Source: an optimization exercise on an open RTL-to-GDS flow (aim: small area, a short achievable clock period and few clock cycles). Production flows keep margins and buffers that such runs may drop. RTL that was checked went through simulation tests only; none was proved equivalent to the original. No activity file was given, so power comes from the tool's default toggle rates.

// LCD_CTRL
module LCD_CTRL(
    input clk, cmd_valid, reset,
    input [3:0] cmd,
    input [7:0] IROM_Q,
    output IRAM_valid, IROM_rd, busy, done,
    output [5:0] IROM_A,
    output [5:0] IRAM_A,
    output [7:0] IRAM_D
);
    reg [2:0] r, c;           
    reg [1:0] ri0, ri1, ci0, ci1;
    reg [1:0] pri0, pri1, pci0, pci1;   
    reg       busy_r, cv, cw, wph, done_r, rom_rd, ram_v;
    reg       rsp;            
    reg       smax, smin, savg;
    reg [9:0] ssum;           
    reg       sv;             
    reg [3:0] srow, scol;     
    reg [5:0] rom_a, ram_a, wend;
    reg [7:0] ram_d;
    reg [63:0] ld;            
    reg [7:0] x0, x1, x2, x3;  
    reg       l0, l1, l2, l3;  
    assign busy = busy_r;
    assign done = done_r;
    assign IROM_rd = rom_rd;
    assign IROM_A = rom_a;
    assign IRAM_valid = ram_v;
    assign IRAM_A = ram_a;
    assign IRAM_D = ram_d;
    wire wc = l0 & l1 & l2 & l3;              
    wire opx = cv & wc & (~savg | sv);
    wire g01 = x0 >= x1, g02 = x0 >= x2, g03 = x0 >= x3;
    wire g12 = x1 >= x2, g13 = x1 >= x3, g23 = x2 >= x3;
    wire [7:0] vmax = ({8{ g01 &  g02 &  g03}} & x0) | ({8{~g01 &  g12 &  g13}} & x1) |
                      ({8{~g02 & ~g12 &  g23}} & x2) | ({8{~g03 & ~g13 & ~g23}} & x3);
    wire [7:0] vmin = ({8{~g01 & ~g02 & ~g03}} & x0) | ({8{ g01 & ~g12 & ~g13}} & x1) |
                      ({8{ g02 &  g12 & ~g23}} & x2) | ({8{ g03 &  g13 &  g23}} & x3);
    function [8:0] add8;
        input [7:0] a, b;
        reg [7:0] g0, p0, g1, p1, g2, p2, g3;
        begin
            g0 = a & b; p0 = a ^ b;
            g1 = g0 | (p0 & {g0[6:0], 1'b0}); p1 = p0 & {p0[6:0], 1'b0};
  ...
clock: 10.0 ns
lec_check: 0
abc_area: 1
cap_margin: 20
core_margin: 2
core_utilization: 55
cts_cluster_diameter: 100
cts_cluster_size: 24
gpl_timing_driven: 0
slew_margin: 20
synth_hierarchical: 1
standard.sh (not shown) runs the stock make flow with config.mk's settings and CLKGATE_MAP_FILE= SYNTH_SCRIPT=/design/flow/synth_recipe.tcl, a recipe that flattens the netlist after the stock synthesis.
==> flow/flow/run.sh <==
#!/bin/bash
# The standard layout with three changes: plain buffers on the ports; in the otherwise standard
# (hierarchical) synthesis, the pixel banks (module lcd_bank) are mapped by an area-oriented ABC
# script (flow/bank.script) and the rest by the standard one; timing repair aiming for a setup
# slack of 7 ns at the 10 ns clock.
set -euo pipefail
here=$(pwd)
cat > own_synth.tcl <<EOF2
proc abc {args} {
  set i [lsearch -exact \$args -script]
  set a2 \$args
  lset a2 [expr {\$i + 1}] $here/flow/bank.script
  yosys abc {*}\$a2 lcd_bank
  yosys abc {*}\$args LCD_CTRL
}
EOF2
cat synth_recipe.tcl >> own_synth.tcl
export BUFFER_PORTS_ARGS="-buffer_cell sky130_fd_sc_hd__buf_4"
bash standard.sh SYNTH_SCRIPT=$here/own_synth.tcl SETUP_SLACK_MARGIN=7 finish > standard.log 2>&1
==> flow/flow/bank.script <==
strash
dch
amap
topo
stime -c
The baseline produced a clean layout.
Testbench counts at the start, summed over its fixed seeds: cycles 11,201.
Rerun with:
--- a/flow/flow/run.sh
+++ b/flow/flow/run.sh
@@ -3,5 +3,5 @@
 # (hierarchical) synthesis, the pixel banks (module lcd_bank) are mapped by an area-oriented ABC
 # script (flow/bank.script) and the rest by the standard one; timing repair aiming for a setup
-# slack of 7 ns at the 10 ns clock.
+# slack of 7 ns at the 10 ns clock; clock tree options in CTS_ARGS.
 set -euo pipefail
 here=$(pwd)
@@ -16,4 +16,5 @@
 EOF2
 cat synth_recipe.tcl >> own_synth.tcl
+export CTS_ARGS="-sink_clustering_enable -repair_clock_nets -sink_clustering_size 24 -sink_clustering_max_diameter 100 -dont_use_dummy_load"
 export BUFFER_PORTS_ARGS="-buffer_cell sky130_fd_sc_hd__buf_4"
 bash standard.sh SYNTH_SCRIPT=$here/own_synth.tcl SETUP_SLACK_MARGIN=7 finish > standard.log 2>&1
--- a/flow/config.mk
+++ b/flow/config.mk
@@ -12,5 +12,4 @@
 export CTS_CLUSTER_DIAMETER = 100
 export CTS_CLUSTER_SIZE = 24
-export GPL_TIMING_DRIVEN = 0
 export SLEW_MARGIN = 20
 export SYNTH_HIERARCHICAL = 1
After rerunning:
- first-iteration DRC count went up by 1.5%
- clock-buffer cell count shrinks by 23
- cell count drops by about 3%
- total power shrinks by 6.0%
- final area goes down by 4.0%
- wire length drops by about 5%
- setup slack is worse by 24 ps
- worst hold slack got worse by 4.6 ps
- non-clock buffer count fell by 89
- via count fell by 3.1%
Rerun with:
--- a/flow/flow/run.sh
+++ b/flow/flow/run.sh
@@ -3,5 +3,5 @@
 # (hierarchical) synthesis, the pixel banks (module lcd_bank) are mapped by an area-oriented ABC
 # script (flow/bank.script) and the rest by the standard one; timing repair aiming for a setup
-# slack of 7 ns at the 10 ns clock; clock tree options in CTS_ARGS.
+# slack of 7 ns at the 10 ns clock.
 set -euo pipefail
 here=$(pwd)
@@ -16,5 +16,4 @@
 EOF2
 cat synth_recipe.tcl >> own_synth.tcl
-export CTS_ARGS="-sink_clustering_enable -repair_clock_nets -sink_clustering_size 24 -sink_clustering_max_diameter 100 -dont_use_dummy_load"
 export BUFFER_PORTS_ARGS="-buffer_cell sky130_fd_sc_hd__buf_4"
 bash standard.sh SYNTH_SCRIPT=$here/own_synth.tcl SETUP_SLACK_MARGIN=7 finish > standard.log 2>&1
--- a/flow/config.mk
+++ b/flow/config.mk
@@ -6,5 +6,5 @@
 export NUM_CORES = 8
 export LEC_CHECK = 0
-export ABC_AREA = 1
+export ABC_AREA = 0
 export CAP_MARGIN = 20
 export CORE_MARGIN = 2
Total power climbs by 5.3%.
Die area drops by 2.9%.
Non-clock buffer count climbs by 31.
Count of clock-buffer cells in the layout climbs by 24.
Synthesized area drops by 2.9%.
Via count drops by 8.4%.
Critical path depth does not change.
Rerun with:
--- a/flow/config.mk
+++ b/flow/config.mk
@@ -6,5 +6,5 @@
 export NUM_CORES = 8
 export LEC_CHECK = 0
-export ABC_AREA = 0
+export ABC_AREA = 1
 export CAP_MARGIN = 20
 export CORE_MARGIN = 2
@@ -12,4 +12,5 @@
 export CTS_CLUSTER_DIAMETER = 100
 export CTS_CLUSTER_SIZE = 24
+export GPL_ROUTABILITY_DRIVEN = 0
 export SLEW_MARGIN = 20
 export SYNTH_HIERARCHICAL = 1
=>
- non-clock buffer count is lower by 39
- count of clock-buffer cells in the layout is lower by 2
- setup slack gains 11 ps


LCD_CTRL, a different RTL version from the one above (not shown whole).
Size in the first run: about 3,100 cells after synthesis, about 680 flip-flops, ~0.031 mm2 of cells after synthesis.
Settings: LEC_CHECK=0, ABC_AREA=1, CAP_MARGIN=20, CORE_MARGIN=2, CORE_UTILIZATION=30, CTS_BUF_LIST=sky130_fd_sc_hd__clkbuf_8, SLEW_MARGIN=20; clock period 10.0 ns.
==> flow/flow/run.sh <==
#!/bin/bash
# The standard layout, with timing repair aiming for a setup slack of 7 ns at the 10 ns clock.
set -euo pipefail
bash standard.sh SETUP_SLACK_MARGIN=7 finish > standard.log 2>&1
The first run ran to the end with no violations.
Next try:
CORE_UTILIZATION = 55   (was 30)
CTS_BUF_LIST = unset   (was sky130_fd_sc_hd__clkbuf_8)
Clock skew drops by 0.033 ns.
Routed wire length drops by 1.5%.
Total power climbs by 3.6%.
Worst hold slack is about the same.
Flip-flop and latch count is unchanged.
No run of this note included a check of the RTL's function; only the layout flow was run.


LCD_CTRL, a different RTL version from the one above (not shown whole).
Size in the first run: roughly 2300 cells after synthesis, roughly 680 flip-flops, ~39 I/O pins.
==> flow/config.mk <==
export PLATFORM = sky130hd
export DESIGN_NAME = LCD_CTRL
export DESIGN_NICKNAME = LCD_CTRL
export VERILOG_FILES = /design/flow/design.v
export SDC_FILE = /design/flow/constraint.sdc
export NUM_CORES = 8
export LEC_CHECK = 0
export ABC_AREA = 1
export CAP_MARGIN = 20
export CORE_MARGIN = 2
export CORE_UTILIZATION = 55
export SLEW_MARGIN = 20
==> flow/constraint.sdc <==
create_clock -name core_clock -period 10.0 [get_ports {clk}]
set_input_delay 2.0000 -clock core_clock [delete_from_list [all_inputs] [get_ports {clk}]]
set_output_delay 2.0000 -clock core_clock [all_outputs]
set_load 0.01 [all_outputs]
==> flow/flow/run.sh <==
#!/bin/bash
# The standard layout with three changes: plain buffers on the ports, an area-oriented ABC
# mapping script (flow/area.script) in the otherwise standard synthesis, and timing repair
# aiming for a setup slack of 7 ns at the 10 ns clock.
set -euo pipefail
here=$(pwd)
cat > own_synth.tcl <<EOF2
proc abc {args} {
  set i [lsearch -exact \$args -script]
  if {\$i >= 0} { lset args [expr {\$i + 1}] $here/flow/area.script }
  yosys abc {*}\$args
}
EOF2
cat synth_recipe.tcl >> own_synth.tcl
export BUFFER_PORTS_ARGS="-buffer_cell sky130_fd_sc_hd__buf_4"
bash standard.sh SYNTH_SCRIPT=$here/own_synth.tcl SETUP_SLACK_MARGIN=7 finish > standard.log 2>&1
==> flow/flow/area.script <==
strash
ifraig
dc2
dch -f
amap
topo
stime -c
Testbench counts at the start, summed over its fixed seeds: cycles 11,240.
Edit:
==> flow/flow/run.sh (replaced) <==
#!/bin/bash
# The standard layout, with plain buffers on the ports and timing repair aiming for a setup
# slack of 7 ns at the 10 ns clock.
set -euo pipefail
export BUFFER_PORTS_ARGS="-buffer_cell sky130_fd_sc_hd__buf_4"
bash standard.sh SETUP_SLACK_MARGIN=7 finish > standard.log 2>&1
removed: flow/flow/area.script
After rerunning: The changed run went through all stages and came out clean. Design area is lower by a few percent. Worst hold slack gets worse by 0.0085 ns. Power is higher to 2.6 times its value. Wire length barely changes. Clock skew is higher by 0.010 ns. Via count is higher by a little under a tenth. Global-route usage is lower by 2.3 points. Core utilization is lower by 8.6 points. Count of clock-buffer cells in the layout is lower by 2. First-iteration DRC count is lower by about a fifth. Critical path depth is lower by 20.
Edit:
==> flow/flow/run.sh (replaced) <==
#!/bin/bash
# The standard layout with three changes: plain buffers on the ports, an area-oriented ABC
# mapping script (flow/area.script) in the otherwise standard synthesis, and timing repair
# aiming for a setup slack of 7 ns at the 10 ns clock.
set -euo pipefail
here=$(pwd)
cat > own_synth.tcl <<EOF2
proc abc {args} {
  set i [lsearch -exact \$args -script]
  if {\$i >= 0} { lset args [expr {\$i + 1}] $here/flow/area.script }
  yosys abc {*}\$args
}
EOF2
cat synth_recipe.tcl >> own_synth.tcl
export BUFFER_PORTS_ARGS="-buffer_cell sky130_fd_sc_hd__buf_4"
bash standard.sh SYNTH_SCRIPT=$here/own_synth.tcl SETUP_SLACK_MARGIN=7 finish > standard.log 2>&1
==> flow/flow/area.script (new file) <==
strash
dch
amap
topo
stime -c
Sequential power decreases by about 2%.
Total power climbs by 6.5%.
Clock power came out lower by about 5%.
Design area went up by 5.5%.
Global-route usage went up by 2.1 points.
Cell count drops by 20%.
Setup slack degrades by 0.13 ns.
Sequential cell count is unchanged.
Routed wire length went up by 0.51%.
Edit:
==> flow/flow/run.sh (replaced) <==
#!/bin/bash
# The standard layout, with timing repair aiming for a setup slack of 7 ns at the 10 ns clock.
set -euo pipefail
bash standard.sh SETUP_SLACK_MARGIN=7 finish > standard.log 2>&1
--- a/flow/config.mk
+++ b/flow/config.mk
@@ -10,3 +10,3 @@
 export CORE_MARGIN = 2
-export CORE_UTILIZATION = 55
+export CORE_UTILIZATION = 70
 export SLEW_MARGIN = 20
removed: flow/flow/area.script
Effect:
- The changed run finished but failed the layout checks on capacitance limit, slew limit
- worst hold slack is worse by 0.030 ns
- routed wire length grows by 6.2%
- non-clock buffer count went down by 185
- die area is lower by about 15%
- global-route usage went up by 9.9 points
- synthesized area went up by 8.2%
- final area falls by 5.7%
- core utilization grows by 7.6 points
- total power drops by about 5%
Edit:
==> flow/flow/run.sh (replaced) <==
#!/bin/bash
# The standard layout with three changes: plain buffers on the ports, an area-oriented ABC
# mapping script (flow/area.script) in the otherwise standard synthesis, and timing repair
# aiming for a setup slack of 7 ns at the 10 ns clock.
set -euo pipefail
here=$(pwd)
cat > own_synth.tcl <<EOF2
proc abc {args} {
  set i [lsearch -exact \$args -script]
  if {\$i >= 0} { lset args [expr {\$i + 1}] $here/flow/area.script }
  yosys abc {*}\$args
}
EOF2
cat synth_recipe.tcl >> own_synth.tcl
export BUFFER_PORTS_ARGS="-buffer_cell sky130_fd_sc_hd__buf_4"
bash standard.sh SYNTH_SCRIPT=$here/own_synth.tcl SETUP_SLACK_MARGIN=7 finish > standard.log 2>&1
==> flow/flow/area.script (new file) <==
strash
dch -f
map -B 0.9
topo
stime -c
buffer -c
upsize -c
dnsize -c
--- a/flow/config.mk
+++ b/flow/config.mk
@@ -10,3 +10,3 @@
 export CORE_MARGIN = 2
-export CORE_UTILIZATION = 70
+export CORE_UTILIZATION = 55
 export SLEW_MARGIN = 20
The new run finished clean.
Die area goes up by about 27%.
Worst setup slack improved by 0.023 ns.
Non-clock buffer count is lower by 9.
Via count decreases by 9.3%.
Edit:
==> flow/flow/run.sh (replaced) <==
#!/bin/bash
# The standard layout, with timing repair aiming for a setup slack of 7 ns at the 10 ns clock.
set -euo pipefail
bash standard.sh SETUP_SLACK_MARGIN=7 finish > standard.log 2>&1
removed: flow/flow/area.script
Outcome: The changed run passed the timing, design-rule and antenna checks. Global-route usage rose by 0.24 points. Maximum frequency is about the same. Total power rose to 2.7 times its value. Sequential power rose by well over a third. Synthesized area barely changes.

[afterwards: timing with drivers on the ports]
The flow's constraints put no driver on any port. The routed layouts listed below were extracted and timed again, unchanged, in two steps.
Step 1 sets driving cells, clkbuf_16 on the clock port and buf_2 on the other inputs (assumed; they add their load-dependent delay and slew).
Step 2, shift: input delay + t, output delay - t, t = (earliest + latest rising clock arrival at the registers) / 2. This alone moves slack from input paths to output paths.
Three values: ideal ports, drivers, drivers and shift; two values: the first two.
run | t (ns) | slack for setup (ns) | worst setup path at the end | slew at the worst register clock pin (ns) | cell pins on the clock port's net
the first run of note 1 | 0.653 | 6.862 / 6.795 / 6.434 | input to register | 0.11 / 0.11 | 1
the second run of note 1 | 0.631 | 6.838 / 6.773 / 6.362 | input to register | 0.11 / 0.11 | 1
the third run of note 1 | 0.650 | 6.819 / 6.756 / 6.384 | input to register | 0.10 / 0.10 | 1
the fourth run of note 1 | 0.637 | 6.830 / 6.766 / 6.479 | input to register | 0.10 / 0.10 | 1
the first run of note 2 | 0.800 | 6.627 / 6.567 / 6.224 | input to register | 0.07 / 0.07 | 1
the second run of note 2 | 0.667 | 6.790 / 6.728 / 6.404 | input to register | 0.07 / 0.07 | 1
the first run of note 3 | 0.682 | 6.351 / 6.351 / 6.000 | input to register | 0.07 / 0.07 | 1
the second run of note 3 | 0.689 | 6.830 / 6.765 / 6.334 | input to register | 0.07 / 0.07 | 1
the third run of note 3 | 0.675 | 6.695 / 6.695 / 6.095 | input to register | 0.07 / 0.07 | 1
the fourth run of note 3 | 0.702 | 6.782 / 6.745 / 6.252 | input to register | 0.07 / 0.07 | 1
the fifth run of note 3 | 0.685 | 6.804 / 6.737 / 6.396 | input to register | 0.07 / 0.07 | 1
the sixth run of note 3 | 0.682 | 6.800 / 6.733 / 6.298 | input to register | 0.07 / 0.07 | 1
The setup slack of the third run of note 3, which loses most, moves by 0.000 ns with the drivers and by -0.600 ns with both steps.
